Background: an optimization exercise with open tools, aiming at small area. Do not read the settings as production practice.
Where RTL was checked, it was by simulation tests only, not by an equivalence proof against the original.

==> module addsub_sh, before the edit <==
module addsub_sh #(
        parameter W = 22,
        parameter M = 21,
        parameter L = 0
    ) (
        input  [W-1:0] a,
        input  [W-1:0] t,
        input          d,
        output [W-1:0] s
    );
    wire [W-1:0] b = t ^ {W{d}};
    wire [W:0] c;
    assign s[0] = a[0] ^ t[0];
    assign c[1] = d ? (a[0] | ~t[0]) : (a[0] & t[0]);
    genvar j;
    generate
        for (j = 1; j < W; j = j + 1) begin : bitj
            wire cj;
            if (L > 0 && j == M + L) begin : skip
                wire e = b[M];
                assign cj = (c[M] & ((&a[M+L-1:M]) | e)) | (e & (|a[M+L-1:M]));
            end else begin : rip
                assign cj = c[j];
            end
            assign s[j]   = a[j] ^ b[j] ^ cj;
            assign c[j+1] = (a[j] & b[j]) | (cj & (a[j] ^ b[j]));
        end
    endgenerate
endmodule
==> module rot_block, before the edit <==
module rot_block #(
        parameter W  = 22,
        parameter SH = 1,
        parameter LO = 0
    ) (
        input  [W-1:0] x_in,
        input  [W-1:0] y_in,
        input          dir,
        output [W-1:0] x_out,
        output [W-1:0] y_out
    );
    wire [W-1:0] ysh = {{SH{y_in[W-1]}}, y_in[W-1:SH]};
    wire [W-1:0] xsh = {{SH{x_in[W-1]}}, x_in[W-1:SH]};
    localparam M = W - 1 - SH - LO;              
    localparam R = SH + 1;                       
    localparam L = (R >= 3) ? (R + 1) / 2 : 0;   
    wire [W-1:LO] xa, ya;
    addsub_sh #(.W(W-LO), .M(M), .L(L)) ax (.a(x_in[W-1:LO]), .t(ysh[W-1:LO]), .d(dir),  .s(xa));
    addsub_sh #(.W(W-LO), .M(M), .L(L)) ay (.a(y_in[W-1:LO]), .t(xsh[W-1:LO]), .d(~dir), .s(ya));
    generate
        if (LO > 0) begin : pad
            assign x_out = {xa, {LO{1'b0}}};
            assign y_out = {ya, {LO{1'b0}}};
        end else begin : nopad
            assign x_out = xa;
            assign y_out = ya;
        end
    endgenerate
endmodule
Settings: LEC_CHECK=0, CAP_MARGIN=20, CORE_MARGIN=2, CORE_UTILIZATION=60, CTS_BUF_LIST=sky130_fd_sc_hd__clkbuf_8, CTS_CLUSTER_DIAMETER=70, CTS_CLUSTER_SIZE=16, PLACE_DENSITY=0.75, SLEW_MARGIN=20; clock period 10.0 ns.
run.sh (not shown) runs the stock make flow with config.mk's settings and CLKGATE_MAP_FILE= SYNTH_SCRIPT=/design/flow/synth_recipe.tcl, a recipe that flattens the netlist after the stock synthesis.
Change:
--- a/flow/design.v
+++ b/flow/design.v
@@ -23,37 +23,8 @@
             assign c[j+1] = (a[j] & b[j]) | (c[j] & (a[j] ^ b[j]));
         end
     endgenerate
 endmodule
-module addsub_sh #(
-        parameter W = 22,
-        parameter M = 21,
-        parameter L = 0
-    ) (
-        input  [W-1:0] a,
-        input  [W-1:0] t,
-        input          d,
-        output [W-1:0] s
-    );
-    wire [W-1:0] b = t ^ {W{d}};
-    wire [W:0] c;
-    assign s[0] = a[0] ^ t[0];
-    assign c[1] = d ? (a[0] | ~t[0]) : (a[0] & t[0]);
-    genvar j;
-    generate
-        for (j = 1; j < W; j = j + 1) begin : bitj
-            wire cj;
-            if (L > 0 && j == M + L) begin : skip
-                wire e = b[M];
-                assign cj = (c[M] & ((&a[M+L-1:M]) | e)) | (e & (|a[M+L-1:M]));
-            end else begin : rip
-                assign cj = c[j];
-            end
-            assign s[j]   = a[j] ^ b[j] ^ cj;
-            assign c[j+1] = (a[j] & b[j]) | (cj & (a[j] ^ b[j]));
-        end
-    endgenerate
-endmodule
 module micro_rot_gen (
         input         clk,
         input  [13:0] r0,
         input  [15:1] am,
@@ -111,14 +82,11 @@
         output [W-1:0] y_out
     );
     wire [W-1:0] ysh = {{SH{y_in[W-1]}}, y_in[W-1:SH]};
     wire [W-1:0] xsh = {{SH{x_in[W-1]}}, x_in[W-1:SH]};
-    localparam M = W - 1 - SH - LO;              
-    localparam R = SH + 1;                       
-    localparam L = (R >= 3) ? (R + 1) / 2 : 0;   
     wire [W-1:LO] xa, ya;
-    addsub_sh #(.W(W-LO), .M(M), .L(L)) ax (.a(x_in[W-1:LO]), .t(ysh[W-1:LO]), .d(dir),  .s(xa));
-    addsub_sh #(.W(W-LO), .M(M), .L(L)) ay (.a(y_in[W-1:LO]), .t(xsh[W-1:LO]), .d(~dir), .s(ya));
+    ip_upscale #(.W(W-LO)) ax (.a(x_in[W-1:LO]), .b(ysh[W-1:LO] ^ {(W-LO){dir}}),  .ci(dir),  .s(xa));
+    ip_upscale #(.W(W-LO)) ay (.a(y_in[W-1:LO]), .b(xsh[W-1:LO] ^ {(W-LO){~dir}}), .ci(~dir), .s(ya));
     generate
         if (LO > 0) begin : pad
             assign x_out = {xa, {LO{1'b0}}};
             assign y_out = {ya, {LO{1'b0}}};
The changed run finished with timing, DRC and antenna clean.
Sequential share of layout area shrinks by 0.54 points.
Core utilization grows by 3.1 points.
Via count shrinks by 6.6%.
Cell area grows by 1.6%.
Hold slack gains 7.2 ps.
Die area shrinks by 2.2%.
Routed wire length grows by 2.2%.
Sequential cell count does not change.
Clock-buffer cell count does not change.
Synthesized area shrinks by 2.3%.
Global-route usage grows by 0.77 points.
Worst setup slack loses 210 ps.
Final cell count shrinks by 5.0%.

---

Setup of old:
CORDIC_Rotation_top, a different RTL version from the one above (not shown whole).
For scale: roughly 3100 cells after synthesis, ~46000 um2 of cells after synthesis.
clock: 10.0 ns
lec_check: 0
cap_margin: 20
core_margin: 2
core_utilization: 60
cts_buf_list: sky130_fd_sc_hd__clkbuf_8
cts_cluster_diameter: 70
cts_cluster_size: 16
place_density: 0.75
slew_margin: 20
synth_hierarchical: 1
Setup changes, old to new
--- a/flow/design.v
+++ b/flow/design.v
@@ -92,19 +92,22 @@
             assign c[LO+1] = d ? (a[LO] | ~t[LO]) : (a[LO] & t[LO]);
             for (j = LO + 1; j < W; j = j + 1) begin : bitj
                 wire cj;
                 if (L > 0 && j == M + L) begin : skip
                     wire e = b[M];
                     assign cj = (c[M] & ((&a[M+L-1:M]) | e)) | (e & (|a[M+L-1:M]));
                 end else begin : rip
                     assign cj = c[j];
                 end
-                if (j < LI) begin : half
+                if (j == W - 1 || (L > 0 && j == M + L - 1)) begin : sumonly
+                    assign s[j] = a[j] ^ b[j] ^ cj;
+                    assign c[j+1] = 1'b0;
+                end else if (j < LI) begin : half
                     ha_cell h (.a(b[j]), .b(cj), .s(s[j]), .co(c[j+1]));
                 end else begin : full
                     fa_cell f (.a(a[j]), .b(b[j]), .c(cj), .s(s[j]), .co(c[j+1]));
                 end
             end
             assign sv[n*W+LO +: W-LO] = s[W-1:LO];
             if (LO > 0) begin : low
                 assign s[LO-1:0] = {LO{1'b0}};
                 assign sv[n*W +: LO] = {LO{1'b0}};
@@ -677,36 +680,36 @@
     always @(posedge clk) s14 <= asign[14];
     assign asign[15] = s14;
     wire [15:0] dirs;
     assign dirs[0] = dir0;
     micro_rot_gen mrg (.asign(asign), .am(am), .dir_in(microRot_dir_in[15:1]), .dirs(dirs[15:1]));
     wire [W*17-1:0] xs, ys;
     reg [15:0] x1r, y1r;
     always @(posedge clk) begin
         x1r <= x1;
-        y1r <= y1;
+        y1r <= {y1[15:1], x1[0]};
     end
     assign xs[W*1 +: W] = {x1r, 6'd0};
     assign ys[W*1 +: W] = {y1r, 6'd0};
     genvar k;
     generate
         for (k = 1; k < 16; k = k + 1) begin : stg
             localparam LI = (k == 1) ? 6 : (k == 2) ? 5 : (k == 3) ? 3 : 0;
             localparam LO = (LI > k) ? LI - k : 0;
             wire [W-1:LO] xn, yn;
             rot_block #(.W(W), .SH(k), .LI(LI), .LO(LO)) rb (
                 .x_in(xs[W*k+LI +: W-LI]), .y_in(ys[W*k+LI +: W-LI]), .dir(dirs[k]),
                 .x_out(xn), .y_out(yn)
             );
             reg [W-1:LO] xr, yr;
             always @(posedge clk) begin
                 xr <= xn;
-                yr <= yn;
+                yr <= (LO < LI) ? {yn[W-1:LO+1], xn[LO]} : yn;
             end
             if (LO > 0) begin : pad
                 assign xs[W*(k+1) +: W] = {xr, {LO{1'b0}}};
                 assign ys[W*(k+1) +: W] = {yr, {LO{1'b0}}};
             end else begin : nopad
                 assign xs[W*(k+1) +: W] = xr;
                 assign ys[W*(k+1) +: W] = yr;
             end
         end
Worst setup slack (new over old): decrease, 120 ps
Cell area | new vs old | new smaller
[compare] base=old new=new: share of final layout cell area taken by clock buffers and inverters neither gained nor lost much, relative slew slack held.
old vs new, most common library cell in the layout ignoring fill and taps: sky130_fd_sc_hd__fa_1 vs sky130_fd_sc_hd__dfxtp_1
Of the two candidates, old has the worse wire length and new the better one.
Function not checked in old: the RTL went through the layout flow alone.

---

the previous run:
CORDIC_Rotation_top with an RTL version that a note above also has.
Size in the first run: about 3100 cells after synthesis.
==> module rot_block_last_stage, before the edit <==
module rot_block_last_stage #(
        parameter WI = 14,
        parameter WO = 14,
        parameter [15:0] ATAN = 16'h0
    ) (
        input  [WI-1:0] r_in,
        output [WO-1:0] r_out
    );
    wire [WO-1:0] ri = r_in[WO-1:0];
    wire [WO-1:0] at = ATAN[WO-1:0];
    assign r_out = r_in[WI-1] ? ri + at : ri - at;
endmodule
Settings: LEC_CHECK=0, CAP_MARGIN=20, CORE_MARGIN=2, CORE_UTILIZATION=75, CTS_BUF_LIST=sky130_fd_sc_hd__clkbuf_8, CTS_CLUSTER_DIAMETER=70, CTS_CLUSTER_SIZE=16, PLACE_DENSITY=0.85, SLEW_MARGIN=20, SYNTH_HIERARCHICAL=1; clock period 10.0 ns.
standard.sh (not shown) runs the stock make flow with config.mk's settings and CLKGATE_MAP_FILE= SYNTH_SCRIPT=/design/flow/synth_recipe.tcl, a recipe that flattens the netlist after the stock synthesis.
==> flow/flow/run.sh <==
#!/bin/bash
set -o pipefail
CTS="-sink_clustering_enable -repair_clock_nets -sink_clustering_size 16 -sink_clustering_max_diameter 70 -buf_list sky130_fd_sc_hd__clkbuf_8 -dont_use_dummy_load"
bash standard.sh \
    BUFFER_PORTS_ARGS="-buffer_cell sky130_fd_sc_hd__buf_1" \
    CTS_ARGS="$CTS" \
    RECOVER_POWER=100 \
    POST_GLOBAL_ROUTE_TCL="$PWD/flow/post_grt.tcl" \
    finish > standard_flow.log 2>&1
==> flow/flow/post_grt.tcl <==
# After the power recovery at the end of global routing: repair max slew / max capacitance /
# fanout again (the recovery may have downsized drivers of high-fanout nets such as the
# reset), then re-route the changed nets and rewrite the route guides.
global_route -start_incremental
repair_design_helper
detailed_placement
global_route -end_incremental
estimate_parasitics -global_routing
write_guides $::env(RESULTS_DIR)/route.guide
Setup changes, the previous run to the current run
diff --git a/flow/design.v b/flow/design.v
--- a/flow/design.v
+++ b/flow/design.v
@@ -124,7 +124,30 @@
         output [WO-1:0] r_out
     );
+    function integer lsb1(input [15:0] v);
+        integer n;
+        begin
+            lsb1 = 16;
+            for (n = 15; n >= 0; n = n - 1)
+                if (v[n]) lsb1 = n;
+        end
+    endfunction
+    localparam Z = lsb1(ATAN);
+    wire          s  = r_in[WI-1];
     wire [WO-1:0] ri = r_in[WO-1:0];
-    wire [WO-1:0] at = ATAN[WO-1:0];
-    assign r_out = r_in[WI-1] ? ri + at : ri - at;
+    wire [WO-1:0] b  = ATAN[WO-1:0] ^ {WO{~s}};
+    wire [WO:0]   c;
+    assign c[Z] = ~s;
+    genvar j;
+    generate
+        for (j = 0; j < WO; j = j + 1) begin : bitj
+            if (j < Z) begin : pass
+                assign r_out[j] = ri[j];
+            end else if (j == WO - 1) begin : top
+                assign r_out[j] = ri[j] ^ b[j] ^ c[j];
+            end else begin : full
+                fa_cell f (.a(ri[j]), .b(b[j]), .c(c[j]), .s(r_out[j]), .co(c[j+1]));
+            end
+        end
+    endgenerate
 endmodule
 module output_scale (
==> comparison <==
No stage failed in the current run, and the final checks on the layout all came back clean. The current run vs the previous run, non-clock buffer count went up by about 0.7%. Cell with the biggest individual delay on the critical path: xnor2_1 -> the previous run, fa_1 -> the current run. Against the previous run as the reference, the current run delivers a higher sequential share of cell area. [compare] base=the previous run new=the current run: number of global-route vias before repair went down; die boundary height moved down; total routing resource utilization after global routing decreased by 0.18 points relative to the old numbers; post-route clock period utilization has decreased.

==> re-timing with driven ports <==
In the flow no input, the clock included, has a driving cell. The finished layouts below were timed again as built, in two steps.
Step 1: set_driving_cell puts a clkbuf_16 on clk and a buf_2 on each other input, an assumption about the parent block.
Step 2, shift: input delay + t, output delay - t, t = (earliest + latest rising clock arrival at the registers) / 2. This alone moves slack from input paths to output paths.
Three values: ideal, step 1, step 2; two values: the first two.
| run | t, ns | setup slack, ns | worst hold slack (ns) | clock arrival spread, ns |
|---|---|---|---|---|
| the first run of note 1 | 0.726 | 0.332 / 0.377 / -0.349 | 0.323 / 0.323 / 0.323 | 0.050 / 0.050 |
| the second run of note 1 | 0.736 | 0.118 / 0.149 / -0.587 | 0.330 / 0.330 / 0.330 | 0.039 / 0.039 |
| old | 0.722 | 0.275 / 0.310 / -0.411 | 0.329 / 0.329 / 0.329 | 0.035 / 0.035 |
| new | 0.734 | 0.154 / 0.192 / -0.542 | 0.337 / 0.337 / 0.337 | 0.042 / 0.042 |
| the previous run | 0.734 | 0.292 / 0.324 / -0.410 | 0.334 / 0.334 / 0.334 | 0.051 / 0.052 |
| the current run | 0.750 | 0.418 / 0.451 / -0.299 | 0.328 / 0.328 / 0.328 | 0.082 / 0.082 |
Met with ideal ports but missed after step 2: setup timing in every run listed. The setup slack of the current run, which loses most, moves by +0.033 ns with the drivers and by -0.717 ns with both steps.
